What follows belongs to an exercise in optimizing a design on an open flow for small area and a short achievable clock period; a production flow would make more cautious choices. In this exercise RTL edits were held to simulation tests only and were not proved equivalent to the original. Power is estimated from default activity; no workload was simulated.

## flow/design.v (module list and top-level ports; edited modules follow where they fit)
// module mult_unit: 31 lines
// module mult: 100 lines
// module tree8: 1071 lines
// module add64bk: 310 lines
module mult_unit (
    input  logic        clock,
    input  logic        reset,
    input  logic        start,
    input  logic [31:0] rs1,
    input  logic [31:0] rs2,
    input  logic [2:0]  func,
    input  logic [5:0]  dest_tag_in,
    input  logic        cdb_taken,
    input  logic        branch_mispredict,
    output logic [5:0]  dest_tag_out,
    output logic [31:0] result,
    output logic        done,
    output logic        full
);
  // ...
==> flow/flow/run.sh <==
#!/bin/bash
# The standard layout, with two changes:
#  - the port buffers are sky130_fd_sc_hd__buf_2 cells (every input and
#    output port still gets its own buffer);
#  - timing repair aims at 5 ns of setup slack from clock tree synthesis on,
#    but not during floorplanning (no sizing before placement).
set -euo pipefail
export BUFFER_PORTS_ARGS="-buffer_cell sky130_fd_sc_hd__buf_2"
SETUP_SLACK_MARGIN=0 bash standard.sh floorplan > standard_floorplan.log 2>&1
SETUP_SLACK_MARGIN=5 bash standard.sh > standard_finish.log 2>&1
==> flow/standard.sh <==
#!/bin/bash
# synth_recipe.tcl (not shown) runs the flow's synth.tcl, then flattens the netlist and writes it again
# the make line also repeats each setting of config.mk as NAME=value (left out here)
make -C /OpenROAD-flow-scripts/flow DESIGN_CONFIG=/design/flow/config.mk WORK_HOME=/design/flow/orfs CLKGATE_MAP_FILE= SYNTH_SCRIPT=/design/flow/synth_recipe.tcl "${@:-finish}"
==> flow/config.mk <==
export PLATFORM = sky130hd
export DESIGN_NAME = mult_unit
export DESIGN_NICKNAME = mult_unit
export VERILOG_FILES = /design/flow/design.v
export SDC_FILE = /design/flow/constraint.sdc
export NUM_CORES = 4
export LEC_CHECK = 0
export ABC_AREA = 1
export CAP_MARGIN = 20
export CORE_MARGIN = 2
export CORE_UTILIZATION = 40
export CTS_BUF_LIST = sky130_fd_sc_hd__clkbuf_4 sky130_fd_sc_hd__clkbuf_8
export PLACE_DENSITY = 0.6
export SLEW_MARGIN = 20
export TNS_END_PERCENT = 0
==> flow/constraint.sdc <==
create_clock -name core_clock -period 9.5 [get_ports {clock}]
set_input_delay 1.9000 -clock core_clock [delete_from_list [all_inputs] [get_ports {clock}]]
set_output_delay 1.9000 -clock core_clock [all_outputs]
set_load 0.01 [all_outputs]
==> key figures, run 1 <==
Status
  – Status: timing/DRC/antenna clean

Synth
  – Number of synthesized register bits: 341
  – Top-count cell post-synth: inv_1
  – Largest family of logic cells by synthesized area: adder cells
  – Synth top cells by count: 547 x inv_1, 413 x xor2_1, 353 x a221oi_1
  – Syn Area/Cell: 9.85 sq um
  – Synthesized net count: ~4,000

Clock network
  – Worst skew pair latency: ~680 ps
  – Root Driver: clkbuf_8
  – Resize count post-CTS: 12
  – Clk buf depth: 3

Power and ir drop
  – Clock power share: between 10% and 20%
  – Internal Power: roughly 7 mW
  – Clk power: approximately 1.4 mW
  – Switch Pwr: 6.74 mW
  – Leak pwr: roughly 16 nW

Layout
  – Max reg flops: 64
  – Finished Layout Cells: roughly 4,600
  – Area-dominant class: multi-input combinational cells
  – Number of non-clock inverters: around 570
  – Post-layout nets: 4,017
  – Clock network area share: 3.23%
  – Commonest non-fill, non-tap cell in the layout: inv_1
  – Reg area: 10,200 sq um

Floorplanning
  – Site Rows: ~110
  – Boundary pin count: 118
  – Die Area: 87,600 sq um
  – Chip height: between 200 and 300 microns

Timing
  – Final worst slack: between 4000 and 5000 ps
  – Final setup violation count: 0
  – Worst Clk Skew: 30.7 ps
  – Tcrit/Tclk final: between 40% and 50%
  – Least-Margin Pin Slew: 1060 ps

Drt
  – DR iter-0 viols: roughly 4,700
  – Routed wl met3: between 20,000 and 25,000 microns
  – Wire per inst: 28.8 microns
  – Max Used Layer: met5

Setup path
  – Setup crit end: u_mult.ub[39]
  – R2R depth: 14

Worst hold path
  – Worst hold path type: flip-flop to flip-flop

GRT
  – Antenna violations before repair: 7
  – GRT overflow: 0
  – Met2 Usage GRT: between 40% and 50%
  – Pin count of the biggest net entering global routing: 74
==> module mult, before the edit <==
module mult (
    input clock, reset, start,
    input DATA rs1, rs2,
    input MULT_FUNC func,
    input logic [6-1:0] dest_tag_in,
    input logic cdb_taken,
    input logic branch_mispredict,
    output logic [6-1:0] dest_tag_out,
    output DATA result,
    output logic done,
    output logic full
);
    logic [3:0] v, nv;
    logic [3:0] en;          
    logic [3:0] stay;        
    assign stay[3] = v[3];
    assign stay[2] = v[2] & v[3];
    assign stay[1] = v[1] & stay[2];
    assign stay[0] = v[0] & stay[1];
    assign en = {4{cdb_taken}} | ~stay;
    always_comb begin
        nv[0] = start | (~cdb_taken & stay[0]);
        nv[1] = v[0]  | (~cdb_taken & stay[1]);
        nv[2] = v[1]  | (~cdb_taken & stay[2]);
        nv[3] = v[2]  | (~cdb_taken & stay[3]);
    end
    assign full = ~cdb_taken & (start | stay[0]) & (v[0] | stay[1])
                & (v[1] | stay[2]) & (v[2] | v[3]);
    always_ff @(posedge clock) begin
        if (reset || branch_mispredict) v <= '0;
        else                            v <= nv;
    end
    assign done = v[3];
    logic [31:0] a;
    logic        sa, hi;
    logic [34:0] t;
    logic [10:0] s1, s2, s3, s4, neg;
    logic [6-1:0] tag0, tag1, tag2, tag3;
    logic        sai, sbi;
    logic [35:0] yy;
    logic [34:0] xin;
    logic [10:0] s1_in, s2_in, s3_in, s4_in, neg_in;
    logic [2:0]  mag [11];
    assign sai = rs1[31] & ((func == M_MUL) | (func == M_MULH) | (func == M_MULHSU));
    assign sbi = rs2[31] & ((func == M_MUL) | (func == M_MULH));
    assign xin = {sai, sai, sai, rs1};
    assign yy  = {sbi, sbi, sbi, rs2, 1'b0};
    always_comb begin
        for (int j = 0; j < 11; j++) begin
            mag[j] = {1'b0, yy[3*j+2], 1'b0} + {2'b0, yy[3*j+1]} + {2'b0, yy[3*j]};
            if (yy[3*j+3]) mag[j] = 3'd4 - mag[j];
            s1_in[j] = (mag[j] == 3'd1);
            s2_in[j] = (mag[j] == 3'd2);
            s3_in[j] = (mag[j] == 3'd3);
            s4_in[j] = (mag[j] == 3'd4);
            neg_in[j] = yy[3*j+3];
        end
    end
    always_ff @(posedge clock) begin
        if (en[0]) begin
            a    <= rs1;
            sa   <= sai;
            t    <= xin + {xin[33:0], 1'b0};
            s1   <= s1_in;
            s2   <= s2_in;
            s3   <= s3_in;
            s4   <= s4_in;
            neg  <= neg_in;
            hi   <= (func != M_MUL);
            tag0 <= dest_tag_in;
        end
    end
    logic [63:0] ra, rb;
    tree8 u_tree (.x({sa, a}), .t(t), .s1(s1), .s2(s2), .s3(s3), .s4(s4), .neg(neg), .ra(ra), .rb(rb));
    logic [63:0] ua, ub;
    logic        hi1;
    always_ff @(posedge clock) begin
        if (en[1]) begin
            ua   <= ra;
            ub   <= rb;
            hi1  <= hi;
            tag1 <= tag0;
        end
    end
    logic [63:0] sum2;
    logic [31:0] res2, res3;
    add64bk u_add (.a(ua), .b(ub), .ci(1'b0), .s(sum2));
    always_ff @(posedge clock) begin
        if (en[2]) begin
            res2 <= hi1 ? sum2[63:32] : sum2[31:0];
            tag2 <= tag1;
        end
        if (en[3]) begin
            res3 <= res2;
            tag3 <= tag2;
        end
    end
    assign result = res3;
    assign dest_tag_out = tag3;
endmodule
==> inputs of run 2 (changes only) <==
--- a/flow/design.v
+++ b/flow/design.v
@@ -85,4 +85,6 @@
     assign sbi = rs2[31] & ((func == M_MUL) | (func == M_MULH));
     assign xin = {sai, sai, sai, rs1};
+    logic [34:0] t_in;
+    add35bk u_add3 (.a(xin), .b({xin[33:0], 1'b0}), .ci(1'b0), .s(t_in));
     assign yy  = {sbi, sbi, sbi, rs2, 1'b0};
     always_comb begin
@@ -101,5 +103,5 @@
             a    <= rs1;
             sa   <= sai;
-            t    <= xin + {xin[33:0], 1'b0};
+            t    <= t_in;
             s1   <= s1_in;
             s2   <= s2_in;
@@ -1520,2 +1522,169 @@
     assign s[63] = p[63] ^ gg63;
 endmodule
+module add35bk (input [34:0] a, input [34:0] b, input ci, output [34:0] s);
+    wire [34:0] p = a ^ b;
+    wire [34:0] g = a & b;
+    wire gg1 = g[0] | (p[0] & ci);
+    wire pp1 = p[0] & 1'b0;
+    wire gg2 = g[2] | (p[2] & g[1]);
+    wire pp2 = p[2] & p[1];
+    wire gg3 = g[4] | (p[4] & g[3]);
+    wire pp3 = p[4] & p[3];
+    wire gg4 = g[6] | (p[6] & g[5]);
+    wire pp4 = p[6] & p[5];
+    wire gg5 = g[8] | (p[8] & g[7]);
+    wire pp5 = p[8] & p[7];
+    wire gg6 = g[10] | (p[10] & g[9]);
+    wire pp6 = p[10] & p[9];
+    wire gg7 = g[12] | (p[12] & g[11]);
+    wire pp7 = p[12] & p[11];
+    wire gg8 = g[14] | (p[14] & g[13]);
+    wire pp8 = p[14] & p[13];
+    wire gg9 = g[16] | (p[16] & g[15]);
+    wire pp9 = p[16] & p[15];
+    wire gg10 = g[18] | (p[18] & g[17]);
+    wire pp10 = p[18] & p[17];
+    wire gg11 = g[20] | (p[20] & g[19]);
+    wire pp11 = p[20] & p[19];
+    wire gg12 = g[22] | (p[22] & g[21]);
+    wire pp12 = p[22] & p[21];
+    wire gg13 = g[24] | (p[24] & g[23]);
+    wire pp13 = p[24] & p[23];
+    wire gg14 = g[26] | (p[26] & g[25]);
+    wire pp14 = p[26] & p[25];
+    wire gg15 = g[28] | (p[28] & g[27]);
+    wire pp15 = p[28] & p[27];
+    wire gg16 = g[30] | (p[30] & g[29]);
+    wire pp16 = p[30] & p[29];
+    wire gg17 = g[32] | (p[32] & g[31]);
+    wire pp17 = p[32] & p[31];
+    wire gg18 = g[34] | (p[34] & g[33]);
+    wire pp18 = p[34] & p[33];
+    wire gg19 = gg2 | (pp2 & gg1);
+    wire pp19 = pp2 & pp1;
+    wire gg20 = gg4 | (pp4 & gg3);
+    wire pp20 = pp4 & pp3;
+    wire gg21 = gg6 | (pp6 & gg5);
+    wire pp21 = pp6 & pp5;
+    wire gg22 = gg8 | (pp8 & gg7);
+    wire pp22 = pp8 & pp7;
+    wire gg23 = gg10 | (pp10 & gg9);
+    wire pp23 = pp10 & pp9;
+    wire gg24 = gg12 | (pp12 & gg11);
+    wire pp24 = pp12 & pp11;
+    wire gg25 = gg14 | (pp14 & gg13);
+    wire pp25 = pp14 & pp13;
+    wire gg26 = gg16 | (pp16 & gg15);
+    wire pp26 = pp16 & pp15;
+    wire gg27 = gg18 | (pp18 & gg17);
+    wire pp27 = pp18 & pp17;
+    wire gg28 = gg20 | (pp20 & gg19);
+    wire pp28 = pp20 & pp19;
+    wire gg29 = gg22 | (pp22 & gg21);
+    wire pp29 = pp22 & pp21;
+    wire gg30 = gg24 | (pp24 & gg23);
+    wire pp30 = pp24 & pp23;
+    wire gg31 = gg26 | (pp26 & gg25);
+    wire pp31 = pp26 & pp25;
+    wire gg32 = gg29 | (pp29 & gg28);
+    wire pp32 = pp29 & pp28;
+    wire gg33 = gg31 | (pp31 & gg30);
+    wire pp33 = pp31 & pp30;
+    wire gg34 = gg33 | (pp33 & gg32);
+    wire pp34 = pp33 & pp32;
+    wire gg35 = gg30 | (pp30 & gg32);
+    wire pp35 = pp30 & pp32;
+    wire gg36 = gg21 | (pp21 & gg28);
+    wire pp36 = pp21 & pp28;
+    wire gg37 = gg23 | (pp23 & gg32);
+    wire pp37 = pp23 & pp32;
+    wire gg38 = gg25 | (pp25 & gg35);
+    wire pp38 = pp25 & pp35;
+    wire gg39 = gg27 | (pp27 & gg34);
+    wire pp39 = pp27 & pp34;
+    wire gg40 = gg3 | (pp3 & gg19);
+    wire pp40 = pp3 & pp19;
+    wire gg41 = gg5 | (pp5 & gg28);
+    wire pp41 = pp5 & pp28;
+    wire gg42 = gg7 | (pp7 & gg36);
+    wire pp42 = pp7 & pp36;
+    wire gg43 = gg9 | (pp9 & gg32);
+    wire pp43 = pp9 & pp32;
+    wire gg44 = gg11 | (pp11 & gg37);
+    wire pp44 = pp11 & pp37;
+    wire gg45 = gg13 | (pp13 & gg35);
+    wire pp45 = pp13 & pp35;
+    wire gg46 = gg15 | (pp15 & gg38);
+    wire pp46 = pp15 & pp38;
+    wire gg47 = gg17 | (pp17 & gg34);
+    wire pp47 = pp17 & pp34;
+    wire gg48 = g[1] | (p[1] & gg1);
+    wire pp48 = p[1] & pp1;
+    wire gg49 = g[3] | (p[3] & gg19);
+    wire pp49 = p[3] & pp19;
+    wire gg50 = g[5] | (p[5] & gg40);
+    wire pp50 = p[5] & pp40;
+    wire gg51 = g[7] | (p[7] & gg28);
+    wire pp51 = p[7] & pp28;
+    wire gg52 = g[9] | (p[9] & gg41);
+    wire pp52 = p[9] & pp41;
+    wire gg53 = g[11] | (p[11] & gg36);
+    wire pp53 = p[11] & pp36;
+    wire gg54 = g[13] | (p[13] & gg42);
+    wire pp54 = p[13] & pp42;
+    wire gg55 = g[15] | (p[15] & gg32);
+    wire pp55 = p[15] & pp32;
+    wire gg56 = g[17] | (p[17] & gg43);
+    wire pp56 = p[17] & pp43;
+    wire gg57 = g[19] | (p[19] & gg37);
+    wire pp57 = p[19] & pp37;
+    wire gg58 = g[21] | (p[21] & gg44);
+    wire pp58 = p[21] & pp44;
+    wire gg59 = g[23] | (p[23] & gg35);
+    wire pp59 = p[23] & pp35;
+    wire gg60 = g[25] | (p[25] & gg45);
+    wire pp60 = p[25] & pp45;
+    wire gg61 = g[27] | (p[27] & gg38);
+    wire pp61 = p[27] & pp38;
+    wire gg62 = g[29] | (p[29] & gg46);
+    wire pp62 = p[29] & pp46;
+    wire gg63 = g[31] | (p[31] & gg34);
+    wire pp63 = p[31] & pp34;
+    wire gg64 = g[33] | (p[33] & gg47);
+    wire pp64 = p[33] & pp47;
+    assign s[0] = p[0] ^ ci;
+    assign s[1] = p[1] ^ gg1;
+    assign s[2] = p[2] ^ gg48;
+    assign s[3] = p[3] ^ gg19;
+    assign s[4] = p[4] ^ gg49;
+    assign s[5] = p[5] ^ gg40;
+    assign s[6] = p[6] ^ gg50;
+    assign s[7] = p[7] ^ gg28;
+    assign s[8] = p[8] ^ gg51;
+    assign s[9] = p[9] ^ gg41;
+    assign s[10] = p[10] ^ gg52;
+    assign s[11] = p[11] ^ gg36;
+    assign s[12] = p[12] ^ gg53;
+    assign s[13] = p[13] ^ gg42;
+    assign s[14] = p[14] ^ gg54;
+    assign s[15] = p[15] ^ gg32;
+    assign s[16] = p[16] ^ gg55;
+    assign s[17] = p[17] ^ gg43;
+    assign s[18] = p[18] ^ gg56;
+    assign s[19] = p[19] ^ gg37;
+    assign s[20] = p[20] ^ gg57;
+    assign s[21] = p[21] ^ gg44;
+    assign s[22] = p[22] ^ gg58;
+    assign s[23] = p[23] ^ gg35;
+    assign s[24] = p[24] ^ gg59;
+    assign s[25] = p[25] ^ gg45;
+    assign s[26] = p[26] ^ gg60;
+    assign s[27] = p[27] ^ gg38;
+    assign s[28] = p[28] ^ gg61;
+    assign s[29] = p[29] ^ gg46;
+    assign s[30] = p[30] ^ gg62;
+    assign s[31] = p[31] ^ gg34;
+    assign s[32] = p[32] ^ gg63;
+    assign s[33] = p[33] ^ gg47;
+    assign s[34] = p[34] ^ gg64;
+endmodule
==> flow/run.sh (new file) <==
#!/bin/bash
# synth_recipe.tcl (not shown) runs the flow's synth.tcl, then flattens the netlist and writes it again
# the make line also repeats each setting of config.mk as NAME=value (left out here)
make -C /OpenROAD-flow-scripts/flow DESIGN_CONFIG=/design/flow/config.mk WORK_HOME=/design/flow/orfs CLKGATE_MAP_FILE= SYNTH_SCRIPT=/design/flow/synth_recipe.tcl finish
--- a/flow/config.mk
+++ b/flow/config.mk
@@ -12,4 +12,5 @@
 export CTS_BUF_LIST = sky130_fd_sc_hd__clkbuf_4 sky130_fd_sc_hd__clkbuf_8
 export PLACE_DENSITY = 0.6
+export SETUP_SLACK_MARGIN = 5
 export SLEW_MARGIN = 20
 export TNS_END_PERCENT = 0
removed: flow/flow/run.sh
removed: flow/standard.sh
==> key figures, run 2 <==
Status
  – Status: timing/DRC/antenna clean

Clock network
  – H-Tree Depth: 2
  – Clk buf depth: 3 (unchanged)
  – Cts bufs inserted: 60
  – Clk pin slew, worst setup/hold paths: 70 ps
  – CTS hold repair buffers: 0
  – Root Driver: clkbuf_8
  – Clk sinks: roughly 340
  – CTS tree: yes
  – Worst skew pair latency: 700 ps (+20 ps)

Setup path
  – CP required: between 9000 and 10,000 ps
  – CP top delay family: adder cells
  – FF-to-FF End: u_mult.ub[25]
  – Worst Setup Start Kind: flip-flop
  – Crit path capture type: flip-flop
  – FF-to-FF Start: u_mult.a[9]
  – Cell mode on critical path: fa_1
  – R2r setup slk: around 4800 ps
  – CP arrival: 5150 ps
  – CP Max Fanout: 13
  – Slowest cell on crit path: edfxtp_1
  – Critical path class: flip-flop to flip-flop
  – R2R depth: 11 (-3)
  – Crit-path cells: clkinvlp_2 > o22ai_1 > a221oi_1 > xor2_1 > fa_1 > inv_1 > fa_1 > inv_1 > fa_1 > inv_1 > fa_1
  – Crit path largest cell delay: between 800 and 900 ps
  – CP Buf/Inv Count: 4

Synth
  – Top-count cell post-synth: inv_1
  – Post-synth cell types: between 40 and 50
  – Number of synthesized register bits: 341 (unchanged)
  – Most used flip-flop cell after synthesis: edfxtp_1
  – Seq/Total Area, Yosys: a little over 30%
  – Number of synthesized flops with an enable pin: 337
  – Post-synthesis cell area: 33,600 sq um
  – Synthesized net count: 3,882 (-3.6%)
  – Synth area leaders: edfxtp_1 30%, fa_1 19%, xor2_1 11%
  – Post-synth ARST share: 0%
  – Syn Area/Cell: 10.2 sq um (+3.2%)
  – Synthesis warning total: 2
  – Post-synth top area share: between 30% and 40%
  – Post-Syn Instances: around 3,300
  – Synth top cells by count: 524 x inv_1, 410 x xor2_1, 350 x a221oi_1
  – Synth area leader: edfxtp_1

Layout
  – Post-layout nets: 3,896 (-3.0%)
  – Fin area: around 38,000 sq um
  – Top Registers: u_mult.ua: 64 flops, u_mult.ub: 62 flops, u_mult.t: 35 flops
  – Most frequent cells in the layout: 490 x inv_1, 409 x xor2_1, 349 x a221oi_1
  – Commonest non-fill, non-tap cell in the layout: inv_1
  – Proportion of layout cells with a drive suffix above 1: 9.92%
  – Max reg flops: 64 (unchanged)
  – Area delta synth->final: 11.7%
  – Largest Register: u_mult.ua
  – Core Util, Final: 45.0%
  – # fillers: ~8,000

Placed design
  – RD Place Congestion: around 1.0
  – Placed inst area: between 30,000 and 40,000 sq um
  – Detailed placement HPWL: just under 90,000 microns
  – Port bufs: between 100 and 150

Timing
  – RSZ-0062 raised after global routing: yes
  – Slew headroom: 21.4%
  – Slew Viols, Final: 0
  – Final hold vios: 0
  – Tcrit/Tclk final: 50.0% (+1.8 points)
  – Peak Freq: 211 MHz
  – Hold Slack: 406 ps
  – TNS Setup: 0 ps
  – Worst Clk Skew: 36.8 ps (+6.06 ps)
  – Least-Margin Pin Slew: 1180 ps (+122 ps)
  – Final setup violation count: 0 (unchanged)
  – Tmin final: 4750 ps

GRT
  – Total track usage: between 20% and 30%
  – GRT overflow: 0 (unchanged)
  – Pin count of the biggest net entering global routing: 69 (-6.8%)
  – First-pass GRT wire length: ~190,000 microns
  – Vias in the first global route: 27,642
  – Antenna violations before repair: 2 (-5)

Power and ir drop
  – Internal Power: 7.23 mW (+2.9%)
  – Share of power burned in combinational logic: about 66%
  – Switch Pwr: 6.67 mW (-1.1%)
  – Sw frac: 48.0%
  – Peak supply drop: roughly 0.21 mV
  – Part of the power in registers: 23.3%
  – Leak pwr: 15.4 nW (-1.7%)
  – Clock power share: 10.7% (+0.6 points)
  – Power Density: ~370 nW/um^2
  – Design Power: between 10 and 15 mW

Drt
  – First-pass DRT Iterations: 7
  – Drt drc: 0
  – Wire per inst: 28.7 microns (about the same)
  – DR iter-0 viols: 4,685 (+0.39%)
  – Via-to-Cell Ratio: approximately 6.3
  – Routed WL: ~130,000 microns
  – Via count: 28,234
  – Final ANT Viol Nets: 0

Floorplanning
  – Die Area: 86,300 sq um (-1.5%)
  – Boundary pin count: 118 (unchanged)
  – Starting Density: 40.3%
  – Site Rows: 106 (-0.93%)
  – Chip height: 294 microns (-0.77%)
  – Core Area: ~83,000 sq um
  – Chip Width: around 300 microns

Worst hold path
  – Hold path start: u_mult.res2[8]
  – Hold depth: 0
  – WHS Endpoint: u_mult.res3[8]
  – Worst hold path type: flip-flop to flip-flop

Job
  – Total of max-cap violations: 0
run 2: cell types whose count changed in the layout (fill, tap and decap cells not counted), sizes merged, moves of 11 or more:
cell,change
a21oi,-23
buf,-107
clkbuf,+11
clkdlybuf4s50,+114
clkinvlp,+19
fa,+15
inv,-30
nand2,-48
nor2,-36
o21ai,-18
run 2: final cells by class:
type	count	area (sq um)	area share, %
antenna	1	2.50	0.00667
inverter	538	2110	5.63
clock inverter	33	352	0.937
multi-input combinational	2100	20200	53.8
timing repair buffer	259	2290	6.10
clock buffer	76	946	2.52
sequential	341	10200	27.2
timing repair inverter	19	97.6	0.260
tap	1080	1350	3.60
run 2: how the worst max path moves through the flow:
stage / cells past startpoint / to / slack [ps] / from
2_1_floorplan: 2 / u_mult.a[10] / 4800 / cdb_taken
3_3_place_gp: 5 / full / 4160 / cdb_taken
3_5_place_dp: 5 / full / 4160 / cdb_taken
4_1_cts: 13 / u_mult.ub[32] / 4920 / u_mult.s1[1]
5_1_grt: 11 / u_mult.ub[25] / 4800 / u_mult.a[9]
6_report: 11 / u_mult.ub[25] / 4750 / u_mult.a[9]
run 2: stage by stage:
step | instances | worst slack (ps)
finish | 4447 | 4750
global route | 4447 | 4800
CTS | 4424 | 4920
detailed placement | 4250 | 4160
global placement | 4250 | 4160
floorplan | 3305 | 4800
run 2: cell families after synthesis:
group	Yosys count	share of synthesized area [%]
buffers and inverters	864	9.73
AO/OA/AOI/OAI	841	18.2
adder cells (fa/ha/maj)	499	25.8
XOR/XNOR	441	11.5
flip-flops	341	30.4
AND/OR/NAND/NOR	315	4.21
multiplexers	4	0.119
run 2: what timing repair did:
| item | in CTS | in global routing |
|---|---|---|
| setup endpoints to repair | 35 | 51 |
| pin swaps | 2 | 0 |
| setup buffers | 51 | 17 |
| gates cloned | 14 | 5 |
| gates resized for setup | 36 | 25 |
run 2: metal layers:
layer | wire, microns | global-route usage (%)
met5 | 82 | 0.624
met4 | 9530 | 16.3
met3 | 19300 | 11.4
met2 | 51300 | 41.6
met1 | 47600 | 37.6
run 2: power by group through the flow:
stage | logic [mW] | clock network (mW) | registers [mW]
final | 9.18 | 1.48 | 3.24
after global routing | 10.2 | 1.59 | 3.28
after CTS | 9.05 | 1.54 | 3.22
after detailed placement | 9.01 | 0 | 3.26
after global placement | 8.82 | 0 | 3.25
after floorplan | 5.39 | 0 | 3.05
==> inputs of run 3 (changes only) <==
==> flow/flow/run.sh (new file) <==
#!/bin/bash
# The standard layout, with the port buffers made of sky130_fd_sc_hd__buf_2
# cells (every input and output port still gets its own buffer).
set -euo pipefail
export BUFFER_PORTS_ARGS="-buffer_cell sky130_fd_sc_hd__buf_2"
bash standard.sh > standard.log 2>&1
==> flow/standard.sh (new file) <==
#!/bin/bash
# synth_recipe.tcl (not shown) runs the flow's synth.tcl, then flattens the netlist and writes it again
# the make line also repeats each setting of config.mk as NAME=value (left out here)
make -C /OpenROAD-flow-scripts/flow DESIGN_CONFIG=/design/flow/config.mk WORK_HOME=/design/flow/orfs CLKGATE_MAP_FILE= SYNTH_SCRIPT=/design/flow/synth_recipe.tcl "${@:-finish}"
removed: flow/run.sh
==> key figures, run 3 <==
Power and ir drop
  – Internal Power: 7.06 mW (-2.4%)
  – Design Power: 13.8 mW (-0.95%)
  – Clock power share: 11.0% (+0.3 points)
  – Sw frac: 48.7% (+0.75 points)
  – Switch Pwr: 6.70 mW (+0.59%)
  – Part of the power in registers: 23.6% (+0.3 points)
  – Leak pwr: 15.3 nW (-0.28%)
  – Peak supply drop: 0.185 mV (-11%)
  – Share of power burned in combinational logic: 65.4% (-0.6 points)
  – Power Density: 373 nW/um^2 (+0.59%)

Synth
  – Synthesis warning total: 2 (unchanged)
  – Post-synthesis cell area: 33,600 sq um (unchanged)
  – Seq/Total Area, Yosys: 30.4% (unchanged)
  – Post-synth top area share: 30.1% (unchanged)
  – Number of synthesized flops with an enable pin: 337 (unchanged)
  – Top-count cell post-synth: inv_1
  – Synthesized net count: 3,882 (unchanged)
  – Synth top cells by count: 524 x inv_1, 410 x xor2_1, 350 x a221oi_1
  – Post-Syn Instances: 3,305 (unchanged)
  – Syn Area/Cell: 10.2 sq um (unchanged)
  – Most used flip-flop cell after synthesis: edfxtp_1
  – Post-synth ARST share: 0% (unchanged)
  – Post-synth cell types: 44 (unchanged)
  – Synth area leader: edfxtp_1
  – Number of synthesized register bits: 341 (unchanged)
  – Synth area leaders: edfxtp_1 30%, fa_1 19%, xor2_1 11%

GRT
  – Total track usage: 30.3% (+1.1 points)
  – Vias in the first global route: 27,622 (-0.072%)
  – Antenna violations before repair: 4 (+2)
  – GRT overflow: 0 (unchanged)
  – First-pass GRT wire length: 191,000 microns (+2.7%)
  – Pin count of the biggest net entering global routing: 70 (+1.4%)

Drt
  – DR iter-0 viols: 4,921 (+5.0%)
  – Via count: 28,442 (+0.74%)
  – Drt drc: 0 (unchanged)
  – Final ANT Viol Nets: 0 (unchanged)
  – Wire per inst: 29.9 microns (+4.1%)
  – Via-to-Cell Ratio: 6.40 (+0.78%)
  – Routed WL: 133,000 microns (+4.0%)
  – First-pass DRT Iterations: 22 (+15)

Clock network
  – Worst skew pair latency: 700 ps (about the same)
  – H-Tree Depth: 3 (+1)
  – Clk pin slew, worst setup/hold paths: 60 ps (about the same)
  – CTS hold repair buffers: 0 (unchanged)
  – Root Driver: clkbuf_8
  – Clk sinks: 341 (unchanged)
  – Clk buf depth: 3 (unchanged)
  – CTS tree: yes
  – Cts bufs inserted: 66 (+10%)

Timing
  – Final hold vios: 0 (unchanged)
  – Final setup violation count: 0 (unchanged)
  – TNS Setup: 0 ps (unchanged)
  – Tcrit/Tclk final: 48.6% (-1.4 points)
  – Slew headroom: 26.6% (+5.2 points)
  – Peak Freq: 217 MHz (+2.9%)
  – RSZ-0062 raised after global routing: yes
  – Worst Clk Skew: 59.7 ps (+22.9 ps)
  – Least-Margin Pin Slew: 1100 ps (-81.4 ps)
  – Tmin final: 4610 ps (-134 ps)
  – Slew Viols, Final: 0 (unchanged)

Setup path
  – Critical path class: flip-flop to flip-flop
  – CP arrival: 5000 ps (-150 ps)
  – CP Max Fanout: 13 (unchanged)
  – Worst Setup Start Kind: flip-flop
  – CP required: 9890 ps (about the same)
  – Crit path capture type: flip-flop

Floorplanning
  – Core Area: 83,400 sq um (unchanged)
  – Die Area: 86,300 sq um (unchanged)
  – Starting Density: 40.3% (unchanged)
  – Site Rows: 106 (unchanged)
  – Boundary pin count: 118 (unchanged)
  – Chip height: 294 microns (unchanged)
  – Chip Width: 294 microns (unchanged)

Layout
  – Post-layout nets: 3,894 (-0.051%)
  – Area delta synth->final: 10.0%
  – Top Registers: u_mult.ua: 64 flops, u_mult.ub: 62 flops, u_mult.t: 35 flops
  – Largest Register: u_mult.ua
  – Most frequent cells in the layout: 491 x inv_1, 408 x xor2_1, 345 x a221oi_1
  – Max reg flops: 64 (unchanged)
  – Commonest non-fill, non-tap cell in the layout: inv_1
  – Fin area: 36,900 sq um (-1.5%)
  – Proportion of layout cells with a drive suffix above 1: 13.5% (+3.6 points)

Placed design
  – Placed inst area: 34,900 sq um (-1.7%)
  – Detailed placement HPWL: 89,200 microns (+2.7%)
  – Port bufs: 117 (unchanged)
  – RD Place Congestion: 1.02 (-0.82%)

Worst hold path
  – Worst hold path type: flip-flop to flip-flop

Status
  – Status: timing/DRC/antenna clean

Job
  – Total of max-cap violations: 0 (unchanged)
==> run 3: cell counts after synthesis <==
No cell type changed its count.
==> run 3: worst max-delay path: stages, from the launching register on <==
cell and delay, ps:
edfxtp_1 820, clkinvlp_2 730, o22ai_1 330, a221oi_1 140, xor2_1 440, fa_1 490
fa_1 370, inv_1 90, fa_1 410, inv_1 80, fa_1 410
==> run 3: metal layers <==
| metal | routed length [microns] | vias to the layer above | global-route usage (%) |
|---|---|---|---|
| met2 | 53500 | 2488 | 43.4 |
| met3 | 20300 | 720 | 13.4 |
| li1 | - | 11739 | - |
| met4 | 9940 | 12 | 16.1 |
| met5 | 211 | - | 1.47 |
| met1 | 49000 | 13483 | 38.1 |
==> run 3: area by class of cell <==
cell class,count,area (sq um)
Fill cell,7880,46500
Clock buffer,83,1050
Multi-Input combinational cell,2100,20200
Timing Repair inverter,23,125
Timing Repair Buffer,247,1640
Sequential cell,341,10200
Inverter,538,2130
Clock inverter,32,245
Tap cell,1080,1350
Antenna cell,1,2.50
==> run 3: cell families after synthesis <==
family	share of synthesized area (%)
muxes	0.119
AOI/OAI and AO/OA	18.2
buffers and inverters	9.73
DFF	30.4
adders and majority gates	25.8
and+or+nand+nor	4.21
xor gates and xnor gates	11.5
==> run 3: power groups by stage <==
stage               Clock [mW]  Sequential [mW]  Combinational (mW)
finish                    1.52             3.25                9.00
detailed placement           0             3.27                8.79
floorplan                    0             3.05                5.39
global route              1.63             3.28                10.1
global placement             0             3.26                8.52
CTS                       1.56             3.23                8.84
==> run 3: path summary, 6_finish.rpt <==
| path | from | end | slack [ps] | cells after the start |
|---|---|---|---|---|
| worst max-delay path | u_mult.a[10] | u_mult.ub[42] | 4890 | 10 |
| worst min-delay path | u_mult.tag0[4] | u_mult.tag1[4] | 410 | 0 |
| worst max register to register | u_mult.a[10] | u_mult.ub[42] | 4890 | 10 |
| worst min register to register | u_mult.tag0[4] | u_mult.tag1[4] | 410 | 0 |
==> run 3: repair_timing <==
action / CTS / global route
setup endpoints to repair: 53 / 59
setup buffers: 12 / 44
gates cloned: 12 / 11
resized for setup: 18 / 38
==> run 3: through the flow <==
stage / setup slack [ps] / std cells / hold slack, ps / util, %
finish: 4890 / 4445 / 411 / 44.3
global route: 4930 / 4445 / 420 / 44.3
CTS: 4870 / 4388 / 413 / 43.6
detailed placement: 4560 / 4249 / 405 / 41.8
global placement: 4510 / 4249 / 403 / 41.8
floorplan: 4800 / 3305 / 400 / -
==> inputs of run 4 (changes only) <==
==> flow/flow/run.sh (replaced) <==
#!/bin/bash
# The standard layout, with two changes:
#  - the port buffers are sky130_fd_sc_hd__buf_2 cells (every input and
#    output port still gets its own buffer);
#  - timing repair aims at 5 ns of setup slack from clock tree synthesis on,
#    but not during floorplanning (no sizing before placement).
set -euo pipefail
export BUFFER_PORTS_ARGS="-buffer_cell sky130_fd_sc_hd__buf_2"
SETUP_SLACK_MARGIN=0 bash standard.sh floorplan > standard_floorplan.log 2>&1
SETUP_SLACK_MARGIN=5 bash standard.sh > standard_finish.log 2>&1
--- a/flow/config.mk
+++ b/flow/config.mk
@@ -12,5 +12,4 @@
 export CTS_BUF_LIST = sky130_fd_sc_hd__clkbuf_4 sky130_fd_sc_hd__clkbuf_8
 export PLACE_DENSITY = 0.6
-export SETUP_SLACK_MARGIN = 5
 export SLEW_MARGIN = 20
 export TNS_END_PERCENT = 0
==> key figures, run 4 <==
Placed design
  – Placed inst area: 34,900 sq um (about the same)
  – RD Place Congestion: 0.995 (-2.9%)
  – Cells after DPL: 4,253 (+0.094%)
  – Pre-CTS setup slack: 4660 ps (+96.2 ps)
  – Detailed placement HPWL: 90,000 microns (+0.95%)
  – Port bufs: 117 (unchanged)

Synth
  – Number of synthesized flops with an enable pin: 337 (unchanged)
  – Post-synth cell types: 44 (unchanged)
  – Synth Area in Compound Gates: 18.2% (unchanged)
  – Post-synthesis cell area: 33,600 sq um (unchanged)
  – Synthesized net count: 3,882 (unchanged)
  – Simple-Gate Fraction of Synth Area: 4.21% (unchanged)
  – Post-Synth XOR/XNOR Area: 11.5% (unchanged)
  – Top-count cell post-synth: inv_1
  – Post-synth top area share: 30.1% (unchanged)
  – Most used flip-flop cell after synthesis: edfxtp_1
  – Seq/Total Area, Yosys: 30.4% (unchanged)
  – Synth area leader: edfxtp_1
  – Number of synthesized register bits: 341 (unchanged)
  – Mux share of post-synthesis cell area: 0.119% (unchanged)
  – Post-synth ARST share: 0% (unchanged)
  – Synth top cells by count: 524 x inv_1, 410 x xor2_1, 350 x a221oi_1
  – Syn Area/Cell: 10.2 sq um (unchanged)
  – Largest family of logic cells by synthesized area: adder cells
  – Synthesis warning total: 2 (unchanged)
  – Area share of fa/ha/maj cells after synthesis: 25.8% (unchanged)
  – Synth area leaders: edfxtp_1 30%, fa_1 19%, xor2_1 11%
  – Post-Syn Instances: 3,305 (unchanged)

Setup path
  – FF-to-FF Start: u_mult.a[21]
  – Crit. Startpoint: u_mult.a[21]
  – Crit path capture type: flip-flop
  – CP required: 9910 ps (+20 ps)
  – CP Max Fanout: 13 (unchanged)
  – CP arrival: 5230 ps (+230 ps)
  – Critical path class: flip-flop to flip-flop
  – Worst Setup Start Kind: flip-flop

Drt
  – Wire per inst: 29.4 microns (-1.6%)
  – DR iter-0 viols: 4,655 (-5.4%)
  – Routed WL: 130,000 microns (-2.2%)
  – Final ANT Viol Nets: 0 (unchanged)
  – First-pass DRT Iterations: 9 (-59%)
  – Via count: 28,004 (-1.5%)
  – Drt drc: 0 (unchanged)
  – Via-to-Cell Ratio: 6.33 (-1.0%)

Power and ir drop
  – Peak supply drop: 0.188 mV (+1.7%)
  – Leak pwr: 15.3 nW (-0.31%)
  – Power Density: 377 nW/um^2 (+1.2%)
  – Design Power: 13.9 mW (+0.67%)

Timing
  – RSZ-0062 raised after global routing: yes
  – Least-Margin Pin Slew: 1160 ps (+65.1 ps)
  – Final worst slack: 4670 ps (-212 ps)
  – TNS Setup: 0 ps (unchanged)
  – Slew headroom: 21.5% (-5.1 points)
  – Tcrit/Tclk final: 50.8% (+2.2 points)
  – Tmin final: 4830 ps (+212 ps)
  – Final hold vios: 0 (unchanged)
  – Peak Freq: 207 MHz (-4.4%)
  – Slew Viols, Final: 0 (unchanged)
  – Final setup violation count: 0 (unchanged)
  – Worst Clk Skew: 67.6 ps (+7.97 ps)
  – Hold Slack: 411 ps (+0.173 ps)

GRT
  – Vias in the first global route: 26,760 (-3.1%)
  – Pin count of the biggest net entering global routing: 69 (-1.4%)
  – Total track usage: 29.6% (-0.64 points)
  – First-pass GRT wire length: 187,000 microns (-2.3%)
  – Antenna violations before repair: 3 (-1)
  – Met2 Usage GRT: 41.9% (-1.5 points)
  – Busiest layer in global routing: met2
  – M3 GR Usage: 11.8% (-1.6 points)
  – GRT overflow: 0 (unchanged)
  – Met1 GRT Util: 38.9% (+0.73 points)

Floorplanning
  – Chip Width: 294 microns (unchanged)
  – Starting Density: 40.3% (unchanged)
  – Core Area: 83,400 sq um (unchanged)
  – Die Area: 86,300 sq um (unchanged)
  – Site Rows: 106 (unchanged)
  – Chip height: 294 microns (unchanged)
  – Boundary pin count: 118 (unchanged)

Job
  – Total of max-cap violations: 0 (unchanged)

Layout
  – Proportion of layout cells with a drive suffix above 1: 12.6% (-0.92 points)
  – Max reg flops: 64 (unchanged)
  – Finished Layout Cells: 4,421 (-0.54%)
  – Largest Register: u_mult.ua
  – Commonest non-fill, non-tap cell in the layout: inv_1
  – Top Registers: u_mult.ua: 64 flops, u_mult.ub: 62 flops, u_mult.t: 35 flops
  – Most frequent cells in the layout: 498 x inv_1, 410 x xor2_1, 347 x a221oi_1
  – Fin area: 36,800 sq um (-0.49%)
  – Area delta synth->final: 9.48%
  – Post-layout nets: 3,869 (-0.64%)
  – Core Util, Final: 44.1% (-0.22 points)

Clock network
  – Worst skew pair latency: 710 ps (about the same)
  – H-Tree Depth: 3 (unchanged)
  – Cts bufs inserted: 66 (unchanged)
  – Root Driver: clkbuf_8
  – Clk pin slew, worst setup/hold paths: 60 ps (about the same)
  – CTS hold repair buffers: 0 (unchanged)
  – Clk sinks: 341 (unchanged)
  – Clk buf depth: 3 (unchanged)
  – CTS tree: yes

Worst hold path
  – Hold path start: u_mult.res2[31]
  – Worst hold path type: flip-flop to flip-flop

Status
  – Status: timing/DRC/antenna clean
## run 4: power by group
group | total, mW | internal, mW | switching, mW
clock network | 1.60 | 0.915 | 0.688
logic | 9.00 | 3.39 | 5.60
registers | 3.26 | 2.84 | 0.416
## run 4: worst paths after layout
| check | to | slack (ps) | cells after the start |
|---|---|---|---|
| hold reg to reg | u_mult.res3[31] | 410 | 0 |
| setup / recovery | u_mult.ub[23] | 4670 | 9 |
| setup reg to reg | u_mult.ub[23] | 4670 | 9 |
| hold / removal | u_mult.res3[31] | 410 | 0 |
## run 4: logic make-up after synthesis
| group | Yosys count |
|---|---|
| fa+ha+maj | 499 |
| mux | 4 |
| buf+inv | 864 |
| xor+xnor | 441 |
| compound gates | 841 |
| simple gates | 315 |
| flops | 341 |
## run 4: repair_timing
action	CTS	global route
setup buffers	10	22
setup endpoints to repair	41	51
cloned	11	8
resized for setup	24	15
## run 4: critical path: stages (launching register included)
cell and delay [ps]:
edfxtp_1 780, clkinvlp_2 840, o22ai_1 320, a221oi_1 150, xor2_1 230, fa_1 580, fa_1 520, inv_1 50
fa_1 630, fa_1 460
## run 4: metal layers
layer  up-vias  routed length [microns]
met4         2                     9780
met5         -                       64
met1     13383                    49300
met2      2334                    51700
li1      11687                        -
met3       598                    19200
## run 4: final cells by class
class | count | area, sq um
diodes | 2 | 5.00
clock buffers | 82 | 1030
clock inverters | 33 | 369
fillers | 7900 | 46700
inverters | 538 | 2110
multi-input cells | 2100 | 20200
flip-flops and latches | 341 | 10200
well taps | 1080 | 1350
repair buffers | 226 | 1430
repair inverters | 19 | 103

-- re-timing with driven ports --
No port has a modelled driver above. Below, the same layouts with a new extraction and two added sets of constraints. Step 1 sets driving cells, clkbuf_16 on the clock port and buf_2 on the other inputs (assumed; they add their load-dependent delay and slew). Step 2 also shifts input and output timing later by t, the mid clock arrival at the registers, as if the neighbouring blocks saw the same clock. Three values: ideal, step 1, step 2; two values: the first two.
| run | t, ns | slack for setup (ns) | slew at the worst register clock pin (ns) | worst data-port slew with drivers (ns) | cell pins on the clock port's net |
|---|---|---|---|---|---|
| run 1 | 0.726 | 4.925 / 4.925 / 4.925 | 0.07 / 0.07 | 0.07 | 1 |
| run 2 | 0.738 | 4.753 / 4.753 / 4.233 | 0.08 / 0.08 | 0.05 | 1 |
| run 3 | 0.726 | 4.887 / 4.887 / 4.749 | 0.08 / 0.08 | 0.05 | 1 |
| run 4 | 0.736 | 4.674 / 4.674 / 4.674 | 0.09 / 0.09 | 0.06 | 1 |
After both steps setup and hold are still met in every run listed. The setup slack of run 2, which loses most, moves by 0.000 ns with the drivers and by -0.520 ns with both steps.
